This is an optimization exercise on Yosys and OpenROAD, whose aim is small area and few clock cycles per item, not a production implementation.

==> run a: inputs <==
==> flow/design.v <==
module padder1(in, byte_num, out);
    input      [63:0] in;
    input      [2:0]  byte_num;
    output     [63:0] out;
    genvar j;
    generate
      for (j = 0; j < 8; j = j + 1) begin : B
        assign out[8*j+7:8*j] = (j < byte_num) ? in[8*j+7:8*j] :
                                (j == byte_num) ? 8'h01 : 8'h00;
      end
    endgenerate
endmodule
module padder(clk, reset, in, in_ready, is_last, byte_num, buffer_full, out, out_ready, f_ack);
    input              clk, reset;
    input      [63:0]  in;
    input              in_ready, is_last;
    input      [2:0]   byte_num;
    output             buffer_full;
    output     [575:0] out;          
    output             out_ready;    
    input              f_ack;        
    reg        [63:0]  lane [0:8];
    reg        [8:0]   wp;           
    reg        [8:0]   vmask;        
    reg                full;
    wire       [63:0]  w, wpad, wd;
    wire               accept;
    assign buffer_full = full & ~f_ack;
    assign out_ready   = full;
    assign accept      = in_ready & ~buffer_full;
    genvar j;
    generate
      for (j = 0; j < 8; j = j + 1) begin : SW
        assign w[8*j+7:8*j] = in[63-8*j:56-8*j];
      end
    endgenerate
    padder1 p0 (w, byte_num, wpad);
    assign wd = is_last ? wpad : w;
    always @ (posedge clk)
      if (reset) begin
        wp    <= 9'b1;
        full  <= 1'b0;
        vmask <= 9'b0;
      end else begin
        if (f_ack)
          full <= 1'b0;
        if (accept) begin
          if (is_last) begin
            wp    <= 9'b1;
            full  <= 1'b1;
            vmask <= {wp[8], |wp[8:7], |wp[8:6], |wp[8:5], |wp[8:4],
                      |wp[8:3], |wp[8:2], |wp[8:1], 1'b1};
          end else
            wp <= {wp[7:0], 1'b0};
        end
      end
    generate
      for (j = 0; j < 9; j = j + 1) begin : L
        always @ (posedge clk)
          if (accept & wp[j])
            lane[j] <= wd;
        if (j == 8)
          assign out[64*j+63:64*j] = (lane[j] & {64{vmask[j]}}) | 64'h8000000000000000;
        else
          assign out[64*j+63:64*j] = lane[j] & {64{vmask[j]}};
      end
    endgenerate
endmodule
module rconst2in1(i, rc);
    input      [4:0]  i;
    output reg [63:0] rc;
    always @ (*)
      case (i)
        5'd0:  rc = 64'h0000000000000001;
        5'd1:  rc = 64'h0000000000008082;
        5'd2:  rc = 64'h800000000000808A;
        5'd3:  rc = 64'h8000000080008000;
        5'd4:  rc = 64'h000000000000808B;
        5'd5:  rc = 64'h0000000080000001;
        5'd6:  rc = 64'h8000000080008081;
        5'd7:  rc = 64'h8000000000008009;
        5'd8:  rc = 64'h000000000000008A;
        5'd9:  rc = 64'h0000000000000088;
        5'd10: rc = 64'h0000000080008009;
        5'd11: rc = 64'h000000008000000A;
        5'd12: rc = 64'h000000008000808B;
        5'd13: rc = 64'h800000000000008B;
        5'd14: rc = 64'h8000000000008089;
        5'd15: rc = 64'h8000000000008003;
        5'd16: rc = 64'h8000000000008002;
        5'd17: rc = 64'h8000000000000080;
        5'd18: rc = 64'h000000000000800A;
        5'd19: rc = 64'h800000008000000A;
        5'd20: rc = 64'h8000000080008081;
        5'd21: rc = 64'h8000000000008080;
        5'd22: rc = 64'h0000000080000001;
        5'd23: rc = 64'h8000000080008008;
        default: rc = 64'h0;
      endcase
endmodule
module keccak_theta(in, out);
    input  [1599:0] in;
    output [1599:0] out;
    wire [63:0] a [0:24];
    wire [63:0] c [0:4];
    wire [63:0] d [0:4];
    genvar x, y;
    generate
      for (x = 0; x < 25; x = x + 1) begin : A
        assign a[x] = in[64*x+63:64*x];
      end
      for (x = 0; x < 5; x = x + 1) begin : C
        assign c[x] = a[x] ^ a[x+5] ^ a[x+10] ^ a[x+15] ^ a[x+20];
      end
      for (x = 0; x < 5; x = x + 1) begin : D
        assign d[x] = c[(x+4)%5] ^ {c[(x+1)%5][62:0], c[(x+1)%5][63]};
      end
      for (x = 0; x < 5; x = x + 1) begin : RP
        for (y = 0; y < 5; y = y + 1) begin : RPY
          localparam integer N = (x == 0 && y == 0) ? 0 :
                                 (x == 1 && y == 0) ? 1 :
                                 (x == 2 && y == 0) ? 62 :
                                 (x == 3 && y == 0) ? 28 :
                                 (x == 4 && y == 0) ? 27 :
                                 (x == 0 && y == 1) ? 36 :
                                 (x == 1 && y == 1) ? 44 :
                                 (x == 2 && y == 1) ? 6 :
                                 (x == 3 && y == 1) ? 55 :
                                 (x == 4 && y == 1) ? 20 :
                                 (x == 0 && y == 2) ? 3 :
                                 (x == 1 && y == 2) ? 10 :
                                 (x == 2 && y == 2) ? 43 :
                                 (x == 3 && y == 2) ? 25 :
                                 (x == 4 && y == 2) ? 39 :
                                 (x == 0 && y == 3) ? 41 :
                                 (x == 1 && y == 3) ? 45 :
                                 (x == 2 && y == 3) ? 15 :
                                 (x == 3 && y == 3) ? 21 :
                                 (x == 4 && y == 3) ? 8 :
                                 (x == 0 && y == 4) ? 18 :
                                 (x == 1 && y == 4) ? 2 :
                                 (x == 2 && y == 4) ? 61 :
                                 (x == 3 && y == 4) ? 56 : 14;
          localparam integer T = y + 5*((2*x+3*y)%5);
          wire [63:0] t = a[x+5*y] ^ d[x];
          if (N == 0)
            assign out[64*T+63:64*T] = t;
          else
            assign out[64*T+63:64*T] = {t[63-N:0], t[63:64-N]};
        end
      end
    endgenerate
endmodule
module keccak_chi(in, rc, out);
    input  [1599:0] in;
    input  [63:0]   rc;
    output [1599:0] out;
    wire [63:0] b [0:24];
    genvar x, y;
    generate
      for (x = 0; x < 25; x = x + 1) begin : B
        assign b[x] = in[64*x+63:64*x];
      end
      for (x = 0; x < 5; x = x + 1) begin : CHI
        for (y = 0; y < 5; y = y + 1) begin : CHIY
          if (x == 0 && y == 0)
            assign out[63:0] = b[0] ^ (~b[1] & b[2]) ^ rc;
          else
            assign out[64*(x+5*y)+63:64*(x+5*y)] =
              b[x+5*y] ^ (~b[(x+1)%5+5*y] & b[(x+2)%5+5*y]);
        end
      end
    endgenerate
endmodule
module f_permutation(clk, reset, in, in_ready, ack, out, out_ready);
    input              clk, reset;
    input      [575:0] in;
    input              in_ready;
    output             ack;           
    output reg [511:0] out;           
    output reg         out_ready;
    reg        [1599:0] ra, rb;       
    reg                 va, vb;       
    reg         [2:0]   pa, pb;       
    wire                fin = va & (pa == 3'd7);   
    assign ack = in_ready & (~va | fin);
    always @ (posedge clk)
      if (reset) begin
        va        <= 1'b0;
        vb        <= 1'b0;
        out_ready <= 1'b0;
      end else begin
        va        <= vb;
        vb        <= ack | (va & ~fin);
        out_ready <= fin;
      end
    always @ (posedge clk) begin
      pa <= pb;
      pb <= ack ? 3'd0 : pa + 3'd1;
    end
    wire [4:0]    ia  = {pb, 1'b0} + pb;          
    wire [4:0]    ib1 = {pa, 1'b0} + pa + 5'd1;
    wire [4:0]    ib2 = {pa, 1'b0} + pa + 5'd2;
    wire [63:0]   rca, rcb1, rcb2;
    rconst2in1 rca_  (ia,  rca);
    rconst2in1 rcb1_ (ib1, rcb1);
    rconst2in1 rcb2_ (ib2, rcb2);
    wire [1599:0] a1, a2, a3, b1, b2, b3;
    keccak_theta ta1 (rb, a1);
    keccak_chi   ca2 (a1, rca, a2);
    keccak_theta ta3 (a2, a3);
    keccak_chi   cb1 (ra, rcb1, b1);
    keccak_theta tb2 (b1, b2);
    keccak_chi   cb3 (b2, rcb2, b3);
    always @ (posedge clk) begin
      ra  <= a3;
      rb  <= ack ? {1024'b0, in} : b3;
      out <= b3[511:0];
    end
endmodule
module keccak(clk, reset, in, in_ready, is_last, byte_num, buffer_full, out, out_ready);
    input              clk, reset;
    input      [63:0]  in;
    input              in_ready, is_last;
    input      [2:0]   byte_num;
    output             buffer_full;
    output     [511:0] out;
    output             out_ready;
    wire       [575:0] block;
    wire               block_ready;
    wire               f_ack;
    wire       [511:0] f_out;
    padder
      padder_ (clk, reset, in, in_ready, is_last, byte_num, buffer_full, block, block_ready, f_ack);
    f_permutation
      f_permutation_ (clk, reset, block, block_ready, f_ack, f_out, out_ready);
    genvar j;
    generate
      for (j = 0; j < 64; j = j + 1) begin : O
        assign out[511-8*j:504-8*j] = f_out[64*(j/8)+8*(j%8)+7:64*(j/8)+8*(j%8)];
      end
    endgenerate
endmodule
==> flow/flow/run.sh <==
#!/bin/bash
# Layout flow: the standard ORFS flow, except that ABC maps the logic for
# area (map -a) instead of the speed script. Registers are mapped before ABC
# runs, so they are the standard synthesis's, with the same names and cells.
set -euo pipefail
W=$PWD
rm -rf scripts_mod
mkdir -p scripts_mod
cp -r "$FLOW_HOME"/scripts/. scripts_mod/
cp flow/abc_area.script scripts_mod/abc_area.script
make -C "$FLOW_HOME" DESIGN_CONFIG="$W/config.mk" WORK_HOME="$W/orfs" CLKGATE_MAP_FILE= \
  SYNTH_SCRIPT="$W/synth_recipe.tcl" SCRIPTS_DIR="$W/scripts_mod" ABC_AREA=1 synth > synth.log 2>&1
bash standard.sh > standard.log 2>&1
==> flow/flow/abc_area.script <==
strash
dch
map -a
topo
==> flow/standard.sh <==
#!/bin/bash
# synth_recipe.tcl (not shown) runs the flow's synth.tcl, then flattens the netlist and writes it again
# the make line also repeats each setting of config.mk as NAME=value (left out here)
make -C /OpenROAD-flow-scripts/flow DESIGN_CONFIG=/design/flow/config.mk WORK_HOME=/design/flow/orfs CLKGATE_MAP_FILE= SYNTH_SCRIPT=/design/flow/synth_recipe.tcl "${@:-finish}"
==> flow/config.mk <==
export PLATFORM = sky130hd
export DESIGN_NAME = keccak
export DESIGN_NICKNAME = keccak
export VERILOG_FILES = /design/flow/design.v
export SDC_FILE = /design/flow/constraint.sdc
export NUM_CORES = 8
export LEC_CHECK = 0
export CAP_MARGIN = 35
export CORE_MARGIN = 2
export CORE_UTILIZATION = 32
export SLEW_MARGIN = 35
==> flow/constraint.sdc <==
create_clock -name core_clock -period 5.0 [get_ports {clk}]
set_input_delay 1.0000 -clock core_clock [delete_from_list [all_inputs] [get_ports {clk}]]
set_output_delay 1.0000 -clock core_clock [all_outputs]
set_load 0.01 [all_outputs]
==> run b: changes against run a <==
==> flow/design.v, changed modules only <==
module rconst2in1(i, rc);
    input      [4:0]  i;
    output reg [6:0]  rc;
    always @ (*)
      case (i)
        5'd0:  rc = 7'b0000001;
        5'd1:  rc = 7'b0011010;
        5'd2:  rc = 7'b1011110;
        5'd3:  rc = 7'b1110000;
        5'd4:  rc = 7'b0011111;
        5'd5:  rc = 7'b0100001;
        5'd6:  rc = 7'b1111001;
        5'd7:  rc = 7'b1010101;
        5'd8:  rc = 7'b0001110;
        5'd9:  rc = 7'b0001100;
        5'd10: rc = 7'b0110101;
        5'd11: rc = 7'b0100110;
        5'd12: rc = 7'b0111111;
        5'd13: rc = 7'b1001111;
        5'd14: rc = 7'b1011101;
        5'd15: rc = 7'b1010011;
        5'd16: rc = 7'b1010010;
        5'd17: rc = 7'b1001000;
        5'd18: rc = 7'b0010110;
        5'd19: rc = 7'b1100110;
        5'd20: rc = 7'b1111001;
        5'd21: rc = 7'b1011000;
        5'd22: rc = 7'b0100001;
        5'd23: rc = 7'b1110100;
        default: rc = 7'b0000000;
      endcase
endmodule
module keccak_chi(in, rc, out);
    input  [1599:0] in;
    input  [6:0]    rc;
    output [1599:0] out;
    wire [63:0] rc64 = {rc[6], 31'b0, rc[5], 15'b0, rc[4], 7'b0, rc[3],
                        3'b0, rc[2], 1'b0, rc[1], rc[0]};
    wire [63:0] b [0:24];
    genvar x, y;
    generate
      for (x = 0; x < 25; x = x + 1) begin : B
        assign b[x] = in[64*x+63:64*x];
      end
      for (x = 0; x < 5; x = x + 1) begin : CHI
        for (y = 0; y < 5; y = y + 1) begin : CHIY
          if (x == 0 && y == 0)
            assign out[63:0] = b[0] ^ (~b[1] & b[2]) ^ rc64;
          else
            assign out[64*(x+5*y)+63:64*(x+5*y)] =
              b[x+5*y] ^ (~b[(x+1)%5+5*y] & b[(x+2)%5+5*y]);
        end
      end
    endgenerate
endmodule
module f_permutation(clk, reset, in, in_ready, ack, out, out_ready);
    input              clk, reset;
    input      [575:0] in;
    input              in_ready;
    output             ack;           
    output     [511:0] out;           
    output             out_ready;
    reg        [1599:0] r1, r2, r3;   
    reg                 v1, v2, v3;   
    reg         [2:0]   p1, p2, p3;   
    wire                fin = v3 & (p3 == 3'd7);   
    wire        [2:0]   p0  = ack ? 3'd0 : p3 + 3'd1;
    assign ack       = in_ready & (~v3 | fin);
    assign out       = r3[511:0];
    assign out_ready = fin;
    always @ (posedge clk)
      if (reset) begin
        v1 <= 1'b0;
        v2 <= 1'b0;
        v3 <= 1'b0;
      end else begin
        v1 <= ack | (v3 & ~fin);
        v2 <= v1;
        v3 <= v2;
      end
    always @ (posedge clk) begin
      p1 <= p0;
      p2 <= p1;
      p3 <= p2;
    end
    wire [4:0]    i1 = {p0, 1'b0} + p0;
    wire [4:0]    i2 = {p0, 1'b0} + p0 + 5'd1;
    wire [4:0]    i3 = {p1, 1'b0} + p1 + 5'd2;
    wire [6:0]    rc1, rc2_next, rc3_next;
    reg  [6:0]    rc2, rc3;
    rconst2in1 rc1_ (i1, rc1);
    rconst2in1 rc2_ (i2, rc2_next);
    rconst2in1 rc3_ (i3, rc3_next);
    always @ (posedge clk) begin
      rc2 <= rc2_next;
      rc3 <= rc3_next;
    end
    wire [1599:0] s0 = ack ? {1024'b0, in} : r3;
    wire [1599:0] t1, s1, t2, s2, t3, s3;
    keccak_theta th1 (s0, t1);
    keccak_chi   ch1 (t1, rc1, s1);
    keccak_theta th2 (r1, t2);
    keccak_chi   ch2 (t2, rc2, s2);
    keccak_theta th3 (r2, t3);
    keccak_chi   ch3 (t3, rc3, s3);
    always @ (posedge clk) begin
      r1 <= s1;
      r2 <= s2;
      r3 <= s3;
    end
endmodule
--- a/flow/config.mk
+++ b/flow/config.mk
@@ -6,6 +6,8 @@
 export NUM_CORES = 8
 export LEC_CHECK = 0
-export CAP_MARGIN = 35
+export CAP_MARGIN = 10
 export CORE_MARGIN = 2
-export CORE_UTILIZATION = 32
-export SLEW_MARGIN = 35
+export CORE_UTILIZATION = 28
+export GPL_TIMING_DRIVEN = 0
+export PLACE_DENSITY = 0.45
+export SLEW_MARGIN = 10
==> run c: changes against run a <==
==> flow/design.v, changed modules only <==
module padder(clk, reset, in, in_ready, is_last, byte_num, buffer_full, out, out_ready, out_ready_next, f_ack);
    input              clk, reset;
    input      [63:0]  in;
    input              in_ready, is_last;
    input      [2:0]   byte_num;
    output             buffer_full;
    output     [575:0] out;          
    output             out_ready;    
    output             out_ready_next;  
    input              f_ack;        
    reg        [63:0]  lane [0:8];
    reg        [8:0]   wp;           
    reg        [8:0]   vmask;        
    reg                full;
    wire       [63:0]  w, wpad, wd;
    wire               accept;
    assign buffer_full = full & ~f_ack;
    assign out_ready   = full;
    assign accept      = in_ready & ~buffer_full;
    assign out_ready_next = ~reset & ((full & ~f_ack) | (accept & is_last));
    genvar j;
    generate
      for (j = 0; j < 8; j = j + 1) begin : SW
        assign w[8*j+7:8*j] = in[63-8*j:56-8*j];
      end
    endgenerate
    padder1 p0 (w, byte_num, wpad);
    assign wd = is_last ? wpad : w;
    always @ (posedge clk)
      if (reset) begin
        wp    <= 9'b1;
        full  <= 1'b0;
        vmask <= 9'b0;
      end else begin
        if (f_ack)
          full <= 1'b0;
        if (accept) begin
          if (is_last) begin
            wp    <= 9'b1;
            full  <= 1'b1;
            vmask <= {wp[8], |wp[8:7], |wp[8:6], |wp[8:5], |wp[8:4],
                      |wp[8:3], |wp[8:2], |wp[8:1], 1'b1};
          end else
            wp <= {wp[7:0], 1'b0};
        end
      end
    generate
      for (j = 0; j < 9; j = j + 1) begin : L
        always @ (posedge clk)
          if (accept & wp[j])
            lane[j] <= wd;
        if (j == 8)
          assign out[64*j+63:64*j] = (lane[j] & {64{vmask[j]}}) | 64'h8000000000000000;
        else
          assign out[64*j+63:64*j] = lane[j] & {64{vmask[j]}};
      end
    endgenerate
endmodule
module f_permutation(clk, reset, in, in_ready, in_ready_next, ack, out, out_ready);
    input              clk, reset;
    input      [575:0] in;
    input              in_ready;
    input              in_ready_next;
    output reg         ack;           
    output     [1599:0] out;
    output             out_ready;
    reg        [1599:0] ra, rb;       
    reg                 va, vb;       
    reg         [2:0]   pa, pb;       
    wire                b_busy  = vb & (pb != 3'd7);   
    wire                va_in   = ack | b_busy;
    wire        [2:0]   pa_in   = ack ? 3'd0 : pb + 3'd1;
    wire                b_busy_next = va & (pa != 3'd7);
    assign out       = rb;
    assign out_ready = vb & (pb == 3'd7);
    always @ (posedge clk)
      if (reset) begin
        va  <= 1'b0;
        vb  <= 1'b0;
        ack <= 1'b0;
      end else begin
        va  <= va_in;
        vb  <= va;
        ack <= in_ready_next & ~b_busy_next;
      end
    always @ (posedge clk) begin
      pa <= pa_in;
      pb <= pa;
    end
    wire [4:0]    ia  = {pa_in, 1'b0} + pa_in;    
    wire [4:0]    ib1 = {pa, 1'b0} + pa + 5'd1;
    wire [4:0]    ib2 = {pa, 1'b0} + pa + 5'd2;
    wire [63:0]   rca, rcb1, rcb2;
    rconst2in1 rca_  (ia,  rca);
    rconst2in1 rcb1_ (ib1, rcb1);
    rconst2in1 rcb2_ (ib2, rcb2);
    wire [1599:0] a0 = ack ? {1024'b0, in} : rb;
    wire [1599:0] a1, a2, a3, b1, b2, b3;
    keccak_theta ta1 (a0, a1);
    keccak_chi   ca2 (a1, rca, a2);
    keccak_theta ta3 (a2, a3);
    keccak_chi   cb1 (ra, rcb1, b1);
    keccak_theta tb2 (b1, b2);
    keccak_chi   cb3 (b2, rcb2, b3);
    always @ (posedge clk) begin
      ra <= a3;
      rb <= b3;
    end
endmodule
module keccak(clk, reset, in, in_ready, is_last, byte_num, buffer_full, out, out_ready);
    input              clk, reset;
    input      [63:0]  in;
    input              in_ready, is_last;
    input      [2:0]   byte_num;
    output             buffer_full;
    output     [511:0] out;
    output             out_ready;
    wire       [575:0] block;
    wire               block_ready, block_ready_next;
    wire               f_ack;
    wire      [1599:0] f_out;
    padder
      padder_ (clk, reset, in, in_ready, is_last, byte_num, buffer_full, block, block_ready, block_ready_next, f_ack);
    f_permutation
      f_permutation_ (clk, reset, block, block_ready, block_ready_next, f_ack, f_out, out_ready);
    genvar j;
    generate
      for (j = 0; j < 64; j = j + 1) begin : O
        assign out[511-8*j:504-8*j] = f_out[64*(j/8)+8*(j%8)+7:64*(j/8)+8*(j%8)];
      end
    endgenerate
endmodule
==> flow/run.sh (new file) <==
#!/bin/bash
# synth_recipe.tcl (not shown) runs the flow's synth.tcl, then flattens the netlist and writes it again
# the make line also repeats each setting of config.mk as NAME=value (left out here)
make -C /OpenROAD-flow-scripts/flow DESIGN_CONFIG=/design/flow/config.mk WORK_HOME=/design/flow/orfs CLKGATE_MAP_FILE= SYNTH_SCRIPT=/design/flow/synth_recipe.tcl finish
--- a/flow/config.mk
+++ b/flow/config.mk
@@ -8,4 +8,4 @@
 export CAP_MARGIN = 35
 export CORE_MARGIN = 2
-export CORE_UTILIZATION = 32
+export CORE_UTILIZATION = 40
 export SLEW_MARGIN = 35
removed: flow/flow/run.sh
removed: flow/flow/abc_area.script
removed: flow/standard.sh
==> comparison <==
Run c never finished: it broke off in global routing (5_1_grt). Run b did not get past global routing (5_1_grt). Run a stopped in global routing (5_1_grt) on GRT-0116. Area after synthesis, lowest first: run a, run b, run c. Against run a, the synthesized cell count of run c is higher by 7.6%.
==> figures <==
metric                                                                                run a                     run c                     run b
Outcome                                                                      did not finish            did not finish            did not finish
Failing step                                                       global routing (5_1_grt)  global routing (5_1_grt)  global routing (5_1_grt)
Syn Inst Count                                                                        31007                     33369                     32009
Starting density of the core                                                          0.321                     0.402                     0.281
Mapped Avg Cell Area                                                             8.45 sq um                9.26 sq um                9.00 sq um
H-tree levels                                                                             6                         5                         6
Number of sinks on the clock net                                                       4315                      3803                      5420
Fraction of synthesized cell area taken by the top area cell type                     0.286                     0.266                     0.337
Post-place setup slack                                                             -1.29 ns                  -1.43 ns                  -5.40 ns
Count of unique library cells instantiated by Yosys                                      26                       123                        28
Mapped Area                                                                     0.262 sq mm               0.309 sq mm               0.288 sq mm
Synth Net Count                                                                       31104                     33466                     32105
Number of placement rows                                                                332                       322                       372
Die boundary height                                                             909 microns               883 microns                   1.02 mm
Post-synthesis adder-cell area fraction                                             0.00130                   0.00110                   0.00111
Post-detail-place hpwl                                                              2230 mm                   2880 mm                   2530 mm
Max Buffers Root-to-Sink                                                                  4                         4                         5
Area share of and/or/nand/nor cells after synthesis                                   0.127                     0.141                     0.105
Number of buffers added for setup after CTS                                               4                       241                       615
Register bit count reported by yosys                                                   4315                      3803                      5420
No run of this note included a check of the RTL's function; only the layout flow was run.
